Context: an optimization exercise on an open-source flow, tuned for small area, a short achievable clock period and few clock cycles per item. The choices shown serve that exercise and are no tape-out recipe. The RTL was checked by simulation tests, not by an equivalence proof against the original design. Power is estimated from default activity; no workload was simulated.

== north ==
Design SET, start of the top module:
module SET ( clk , rst, en, central, radius, mode, busy, valid, candidate );
Size in the first run: about 2,000 cells after synthesis, roughly 22 flip-flops, ~51 I/O pins, ~13,000 µm² of cells after synthesis.
Settings: LEC_CHECK=0, CAP_MARGIN=20, CORE_MARGIN=2, CORE_UTILIZATION=40, SLEW_MARGIN=20; clock period 11.0 ns.
standard.sh (not shown) runs the stock make flow with config.mk's settings and CLKGATE_MAP_FILE= SYNTH_SCRIPT=/design/flow/synth_recipe.tcl, a recipe that flattens the netlist after the stock synthesis.
==> flow/flow/run.sh <==
#!/bin/bash
# Own flow: the standard layout, with synthesis mapped by a different ABC script.
set -euo pipefail
W=$(pwd)
export FLOW_FLOW_ABC_SCRIPT="$W/flow/area.abc"
cat flow/abc_override.tcl synth_recipe.tcl > my_synth.tcl
sed "s#SYNTH_SCRIPT=[^ ]*#SYNTH_SCRIPT=$W/my_synth.tcl#" standard.sh > my_standard.sh
grep -q "SYNTH_SCRIPT=$W/my_synth.tcl" my_standard.sh
bash my_standard.sh > make_flow.log 2>&1
==> flow/flow/abc_override.tcl <==
# Same synthesis as synth_recipe.tcl, except that the technology-mapping ABC call
# uses the script in flow/area.abc instead of ORFS's abc_speed.script.
proc abc {args} {
  set i [lsearch -exact $args -script]
  if {$i >= 0} { lset args [expr {$i + 1}] $::env(FLOW_FLOW_ABC_SCRIPT) }
  puts "abc (flow override): $args"
  yosys abc {*}$args
}
==> flow/flow/area.abc <==
strash
&get -n
&fraig -x
&put
scorr
dc2
dretime
strash
&get -n
&dch -f
&nf
&put
Testbench counts of north, summed over its fixed seeds: cycles 520, items 512.
The following lists how south was set up differently from north:
==> flow/run.sh (new file) <==
#!/bin/bash
# synth_recipe.tcl (not shown) runs the flow's synth.tcl, then flattens the netlist and writes it again
# the make line also repeats each setting of config.mk as NAME=value (left out here)
make -C /OpenROAD-flow-scripts/flow DESIGN_CONFIG=/design/flow/config.mk WORK_HOME=/design/flow/orfs CLKGATE_MAP_FILE= SYNTH_SCRIPT=/design/flow/synth_recipe.tcl finish
removed: flow/flow/run.sh
removed: flow/flow/abc_override.tcl
removed: flow/flow/area.abc
removed: flow/standard.sh
### Flow results
Result for south and north: all clean
Lower routed wirelength normalized by instance count goes to south over north.
The met3 global-route usage number comes out higher for north vs south.
Of south and north, the run reporting the higher area growth from synthesis to layout was north.
Worst hold margin: south vs north up 0.010 ns
Between north and south, global-route wire length before repair increased.
south against north; maximum clock frequency is down by a few percent.
Delta (south minus north): setup slack after layout dropped 0.32 ns, number of violations reported at the end of detailed-routing iteration 0 saw a decrease.
Sum of net half-perimeters after detailed placement delta (south − north): unfavourable
diff inputs: south => east
- putting SETUP_SLACK_MARGIN at 5 where nothing was set
- swapping 40 for 60 in CORE_UTILIZATION
==> comparison <==
- east vs south, area of placed instances went down by 86 µm².
- As far as clock distribution area overhead in the final layout is concerned, east and south perform about the same.
- Number of global-route vias before repair (east over south): increase, 2,447
Edits applied to the flow inputs when going from east to west:
==> flow/flow/run.sh (new file) <==
#!/bin/bash
# Own flow: the standard layout (standard.sh), with two changes:
#  - synthesis maps logic with the ABC script in flow/area.abc instead of ORFS's
#    abc_speed.script (everything else in synthesis is synth_recipe.tcl unchanged);
#  - port buffering uses sky130_fd_sc_hd__buf_4 for every input and output port.
set -euo pipefail
W=$(pwd)
export FLOW_FLOW_ABC_SCRIPT="$W/flow/area.abc"
cat flow/abc_override.tcl synth_recipe.tcl > my_synth.tcl
sed -e "s#SYNTH_SCRIPT=[^ ]*#SYNTH_SCRIPT=$W/my_synth.tcl#" \
    -e "s#CLKGATE_MAP_FILE= #CLKGATE_MAP_FILE= 'BUFFER_PORTS_ARGS=-buffer_cell sky130_fd_sc_hd__buf_4' #" \
    standard.sh > my_standard.sh
grep -q "SYNTH_SCRIPT=$W/my_synth.tcl" my_standard.sh
grep -q "BUFFER_PORTS_ARGS" my_standard.sh
bash my_standard.sh > make_flow.log 2>&1
==> flow/flow/abc_override.tcl (new file) <==
# Same synthesis as synth_recipe.tcl, except that the technology-mapping ABC call
# uses the script in flow/area.abc instead of ORFS's abc_speed.script.
proc abc {args} {
  set i [lsearch -exact $args -script]
  if {$i >= 0} { lset args [expr {$i + 1}] $::env(FLOW_FLOW_ABC_SCRIPT) }
  puts "abc (flow override): $args"
  yosys abc {*}$args
}
==> flow/flow/area.abc (new file) <==
strash
&get -n
&fraig -x
&put
scorr
dc2
dretime
strash
&get -n
&dch -f
&nf
&put
==> flow/standard.sh (new file) <==
#!/bin/bash
# synth_recipe.tcl (not shown) runs the flow's synth.tcl, then flattens the netlist and writes it again
# the make line also repeats each setting of config.mk as NAME=value (left out here)
make -C /OpenROAD-flow-scripts/flow DESIGN_CONFIG=/design/flow/config.mk WORK_HOME=/design/flow/orfs CLKGATE_MAP_FILE= SYNTH_SCRIPT=/design/flow/synth_recipe.tcl "${@:-finish}"
removed: flow/run.sh
--- outcome ---
west vs east on worst hold slack: west is the lower one.
east ended up with ps[1] as its worst setup path endpoint; west ended up with ps[0].
west vs. east: clock share of power went down by 0.7 points, proportion of power drawn by combinational gates grew by 0.4 points, setup slack went up by 0.12 ns, synthesized cell count down 291.
Per the comparison of west with east, cell area fell 3400 µm², total length of routed wires decreased by 11 mm relative to the old numbers.
Number of antenna violations at the first check in global routing was higher in the run labelled east.
Die size: west is under east
Changes in middle relative to west:
- SETUP_SLACK_MARGIN now 4, was 5
- CORE_UTILIZATION now 55, was 60
==> flow/run.sh (new file) <==
#!/bin/bash
# synth_recipe.tcl (not shown) runs the flow's synth.tcl, then flattens the netlist and writes it again
# the make line also repeats each setting of config.mk as NAME=value (left out here)
make -C /OpenROAD-flow-scripts/flow DESIGN_CONFIG=/design/flow/config.mk WORK_HOME=/design/flow/orfs CLKGATE_MAP_FILE= SYNTH_SCRIPT=/design/flow/synth_recipe.tcl finish
removed: flow/flow/run.sh
removed: flow/flow/abc_override.tcl
removed: flow/flow/area.abc
removed: flow/standard.sh
Findings:
Cmp middle and west / via count / higher: west
The core of middle is less densely filled than that of west.
On middle: count of different cell masters after synthesis is 52 higher than what west gave.
Share of post-route cells with drive strength above 1 | middle below west
Met1 track demand over resource in global routing: middle and west compared, higher one is west
For middle, the critical path startpoint was mode[0], unlike west, where it was radius[9].
Changes observed in middle relative to west: share of synthesized area occupied by flip-flops and latches shrank by 0.65 points, wire length grew by 8.1%.
Looking at middle and west, the clock distribution area overhead in the final layout is a wash.
From west to middle the numbers moved as follows: count of multi-input gates rose 115, area of all placed cells without fillers rose 730 µm².

========
== run A ==
Another version of the RTL of SET (not shown whole).
Size in the first run: about 22 flip-flops, about 51 I/O pins, ~0.013 mm^2 of cells after synthesis.
Design SET, start of the top module:
module SET ( clk , rst, en, central, radius, mode, busy, valid, candidate );
input clk, rst;
input en;
input [23:0] central;
input [11:0] radius;
input [1:0] mode;
output busy;
output reg valid;
output [7:0] candidate;
assign busy = valid;
always @(posedge clk or posedge rst)
  if (rst) valid <= 1'b0;
  else valid <= en;
wire m0 = (mode == 2'd0);
wire m2 = (mode == 2'd2);
wire m3 = (mode == 2'd3);
wire [3:0] xa = central[23:20];
wire [3:0] ya = central[19:16];
wire [2:0] ra = radius[10:8];
reg [3:0] h_a1;
always @(*) case ({xa, ra})
  {4'd0, 3'd0}: h_a1 = 4'd0;
  {4'd0, 3'd1}: h_a1 = 4'd1;
  {4'd0, 3'd2}: h_a1 = 4'd2;
  {4'd0, 3'd3}: h_a1 = 4'd3;
  {4'd0, 3'd4}: h_a1 = 4'd4;
  {4'd0, 3'd5}: h_a1 = 4'd5;
  {4'd0, 3'd6}: h_a1 = 4'd6;
  {4'd0, 3'd7}: h_a1 = 4'd7;
  {4'd1, 3'd0}: h_a1 = 4'd1;
  {4'd1, 3'd1}: h_a1 = 4'd2;
  {4'd1, 3'd2}: h_a1 = 4'd3;
  {4'd1, 3'd3}: h_a1 = 4'd4;
  {4'd1, 3'd4}: h_a1 = 4'd5;
  {4'd1, 3'd5}: h_a1 = 4'd6;
  {4'd1, 3'd6}: h_a1 = 4'd7;
  {4'd1, 3'd7}: h_a1 = 4'd8;
  {4'd2, 3'd0}: h_a1 = 4'd0;
  {4'd2, 3'd1}: h_a1 = 4'd1;
  ...
export LEC_CHECK = 0
export CAP_MARGIN = 20
export CORE_MARGIN = 2
export CORE_UTILIZATION = 50
export SETUP_SLACK_MARGIN = 4
export SLEW_MARGIN = 20
create_clock -name core_clock -period 11.0 [get_ports {clk}]
==> flow/flow/run.sh <==
#!/bin/bash
# Own flow: the standard layout (standard.sh), with these changes:
#  - synthesis maps logic with the ABC script in flow/area.abc instead of ORFS's
#    abc_speed.script (everything else in synthesis is synth_recipe.tcl unchanged);
#  - no full/half-adder cell extraction (ADDER_MAP_FILE empty), so ABC maps the adders too;
#  - port buffering uses sky130_fd_sc_hd__buf_4 for every input and output port.
set -euo pipefail
W=$(pwd)
export FLOW_FLOW_ABC_SCRIPT="$W/flow/area.abc"
cat flow/abc_override.tcl synth_recipe.tcl > my_synth.tcl
sed -e "s#SYNTH_SCRIPT=[^ ]*#SYNTH_SCRIPT=$W/my_synth.tcl#" \
    -e "s#CLKGATE_MAP_FILE= #CLKGATE_MAP_FILE= ADDER_MAP_FILE= 'BUFFER_PORTS_ARGS=-buffer_cell sky130_fd_sc_hd__buf_4' #" \
    standard.sh > my_standard.sh
grep -q "SYNTH_SCRIPT=$W/my_synth.tcl" my_standard.sh
grep -q "BUFFER_PORTS_ARGS" my_standard.sh
bash my_standard.sh > make_flow.log 2>&1
==> flow/flow/abc_override.tcl <==
# Same synthesis as synth_recipe.tcl, except that the technology-mapping ABC call
# uses the script in flow/area.abc instead of ORFS's abc_speed.script.
proc abc {args} {
  set i [lsearch -exact $args -script]
  if {$i >= 0} { lset args [expr {$i + 1}] $::env(FLOW_FLOW_ABC_SCRIPT) }
  puts "abc (flow override): $args"
  yosys abc {*}$args
}
==> flow/flow/area.abc <==
strash
&get -n
&fraig -x
&put
scorr
dc2
dretime
strash
&get -n
&dch -f
&nf
&put
Testbench counts of run A, summed over its fixed seeds: cycles 520, items 512.
What run Z does differently from run A at the input level:
Settings: CORE_UTILIZATION changed from 50 to 45; SETUP_SLACK_MARGIN changed from 4 to 5.
## What came out
In the metrics for run Z and run A, the one carrying the lower largest driver fanout on the critical path is run Z.
Run Z reports a lower number of DRC violations after detailed-routing iteration 0 than run A does.
Run Z ended up with a higher area of the core than run A did.
Re wire length: run A was lower than run Z.
Relative to run A, run Z improves peak ir drop on the vdd network.
Relative to run A, final weighted congestion in routability-driven placement decreased by 8.8% in run Z.
Total power of run Z is higher than that of run A.
Run Z vs run A: post-place instance area up slightly

========
== indigo ==
Another version of the RTL of SET (not shown whole).
Size in the first run: roughly 2100 cells after synthesis, roughly 51 I/O pins, about 12000 um^2 of cells after synthesis.
## SET
module SET ( clk , rst, en, central, radius, mode, busy, valid, candidate );
clock: 11.0 ns
lec_check: 0
cap_margin: 0
core_margin: 2
core_utilization: 45
setup_slack_margin: 5
slew_margin: 0
==> flow/flow/area.abc <==
strash
&get -n
&fraig -x
&put
dc2
strash
&get -n
&dch -f
&nf -R 1000 -p
&put
Scripts as last shown in full above: flow/flow/run.sh, flow/flow/abc_override.tcl
indigo did not stop at any stage, and its layout met the timing, DRC and antenna checks.
Testbench counts of indigo, summed over its fixed seeds: cycles 520, items 512.
diff inputs: indigo => tundra
Settings: SETUP_SLACK_MARGIN: 5 -> unset; CAP_MARGIN: 0 -> 20; SLEW_MARGIN: 0 -> 20.
--- a/flow/flow/run.sh
+++ b/flow/flow/run.sh
@@ -4,4 +4,5 @@
 #    abc_speed.script (everything else in synthesis is synth_recipe.tcl unchanged);
 #  - no full/half-adder cell extraction (ADDER_MAP_FILE empty), so ABC maps the adders too;
+#  - timing repair aims for 5.5 ns of setup slack (SETUP_SLACK_MARGIN=5.5); the clock stays 11 ns;
 #  - port buffering uses sky130_fd_sc_hd__buf_4 for every input and output port.
 set -euo pipefail
@@ -10,5 +11,5 @@
 cat flow/abc_override.tcl synth_recipe.tcl > my_synth.tcl
 sed -e "s#SYNTH_SCRIPT=[^ ]*#SYNTH_SCRIPT=$W/my_synth.tcl#" \
-    -e "s#CLKGATE_MAP_FILE= #CLKGATE_MAP_FILE= ADDER_MAP_FILE= 'BUFFER_PORTS_ARGS=-buffer_cell sky130_fd_sc_hd__buf_4' #" \
+    -e "s#CLKGATE_MAP_FILE= #CLKGATE_MAP_FILE= ADDER_MAP_FILE= SETUP_SLACK_MARGIN=5.5 'BUFFER_PORTS_ARGS=-buffer_cell sky130_fd_sc_hd__buf_4' #" \
     standard.sh > my_standard.sh
 grep -q "SYNTH_SCRIPT=$W/my_synth.tcl" my_standard.sh
==> results.txt <==
- Delta (tundra minus indigo): worst hold slack saw an increase; synthesis-to-layout area growth went up.
- In tundra the count of non-filler cells in the finished layout turned out 62 higher than in indigo.
- Delta (tundra minus indigo): final standard cell utilization of the core saw an increase, non-clock buffer count grew by about 66%, fraction of final layout cells with drive strength greater than 1 higher, number of resized instances in the post-cts repair step went up 171.
- Number of clock buffer instances in the layout sits higher in tundra than in indigo.
- Reported for tundra and indigo, synthesized-area fraction occupied by adder cells turned out identical to the last digit.
- On tundra: instance count on the critical path is 6 higher than what indigo gave.
- In the metrics for tundra and indigo, the one carrying the lower data arrival time of the worst path is tundra.
Setup changes, tundra to harbor
Settings: SETUP_SLACK_MARGIN now 5, previously not set.
--- a/flow/flow/run.sh
+++ b/flow/flow/run.sh
@@ -4,5 +4,4 @@
 #    abc_speed.script (everything else in synthesis is synth_recipe.tcl unchanged);
 #  - no full/half-adder cell extraction (ADDER_MAP_FILE empty), so ABC maps the adders too;
-#  - timing repair aims for 5.5 ns of setup slack (SETUP_SLACK_MARGIN=5.5); the clock stays 11 ns;
 #  - port buffering uses sky130_fd_sc_hd__buf_4 for every input and output port.
 set -euo pipefail
@@ -11,5 +10,5 @@
 cat flow/abc_override.tcl synth_recipe.tcl > my_synth.tcl
 sed -e "s#SYNTH_SCRIPT=[^ ]*#SYNTH_SCRIPT=$W/my_synth.tcl#" \
-    -e "s#CLKGATE_MAP_FILE= #CLKGATE_MAP_FILE= ADDER_MAP_FILE= SETUP_SLACK_MARGIN=5.5 'BUFFER_PORTS_ARGS=-buffer_cell sky130_fd_sc_hd__buf_4' #" \
+    -e "s#CLKGATE_MAP_FILE= #CLKGATE_MAP_FILE= ADDER_MAP_FILE= 'BUFFER_PORTS_ARGS=-buffer_cell sky130_fd_sc_hd__buf_4' #" \
     standard.sh > my_standard.sh
 grep -q "SYNTH_SCRIPT=$W/my_synth.tcl" my_standard.sh
==> results.txt <==
- Category of the critical setup timing path = in2reg: harbor; category of the critical setup timing path = reg2out: tundra
- Going from tundra to harbor, core utilization went down 6.5 points; highest net fanout along the worst path went up 9; post-route minimum period went up 0.17 ns.

## static timing again, ports no longer ideal
The results above use ideal ports. As a check the final layouts listed here were re-extracted and re-timed, cells and wires unchanged. Step 1 assumes that a clkbuf_16 drives the clock port and a buf_2 every other input. Step 2 moves the port delays by t, midway between the first and last clock arrival at a register: inputs arrive t later, outputs are due t later. That takes back most of the time a late clock gives input paths. a / b / c = ideal / step 1 / step 2; a / b = the first two.
| run | shift t [ns] | slack for setup (ns) | worst hold slack (ns) |
|---|---|---|---|
| north | 0.281 | 2.932 / 2.935 / 2.654 | 2.079 / 2.073 / 2.354 |
| south | 0.275 | 2.616 / 2.604 / 2.329 | 2.090 / 2.087 / 2.362 |
| east | 0.277 | 4.366 / 4.297 / 4.021 | 2.075 / 2.075 / 2.352 |
| west | 0.274 | 4.482 / 4.387 / 4.113 | 1.782 / 1.780 / 2.054 |
| middle | 0.282 | 4.017 / 4.021 / 3.739 | 2.081 / 2.080 / 2.362 |
| run A | 0.286 | 3.984 / 3.995 / 3.709 | 1.774 / 1.765 / 2.051 |
| run Z | 0.290 | 5.052 / 5.058 / 4.768 | 1.775 / 1.757 / 2.047 |
| indigo | 0.309 | 5.135 / 5.118 / 4.838 | 1.753 / 1.745 / 2.054 |
| tundra | 0.300 | 5.289 / 5.258 / 5.253 | 1.762 / 1.760 / 2.060 |
| harbor | 0.309 | 5.114 / 5.117 / 4.818 | 1.753 / 1.745 / 2.054 |
After both steps setup and hold are still met in every run listed. The setup slack of west, which loses most, moves by -0.095 ns with the drivers and by -0.369 ns with both steps.
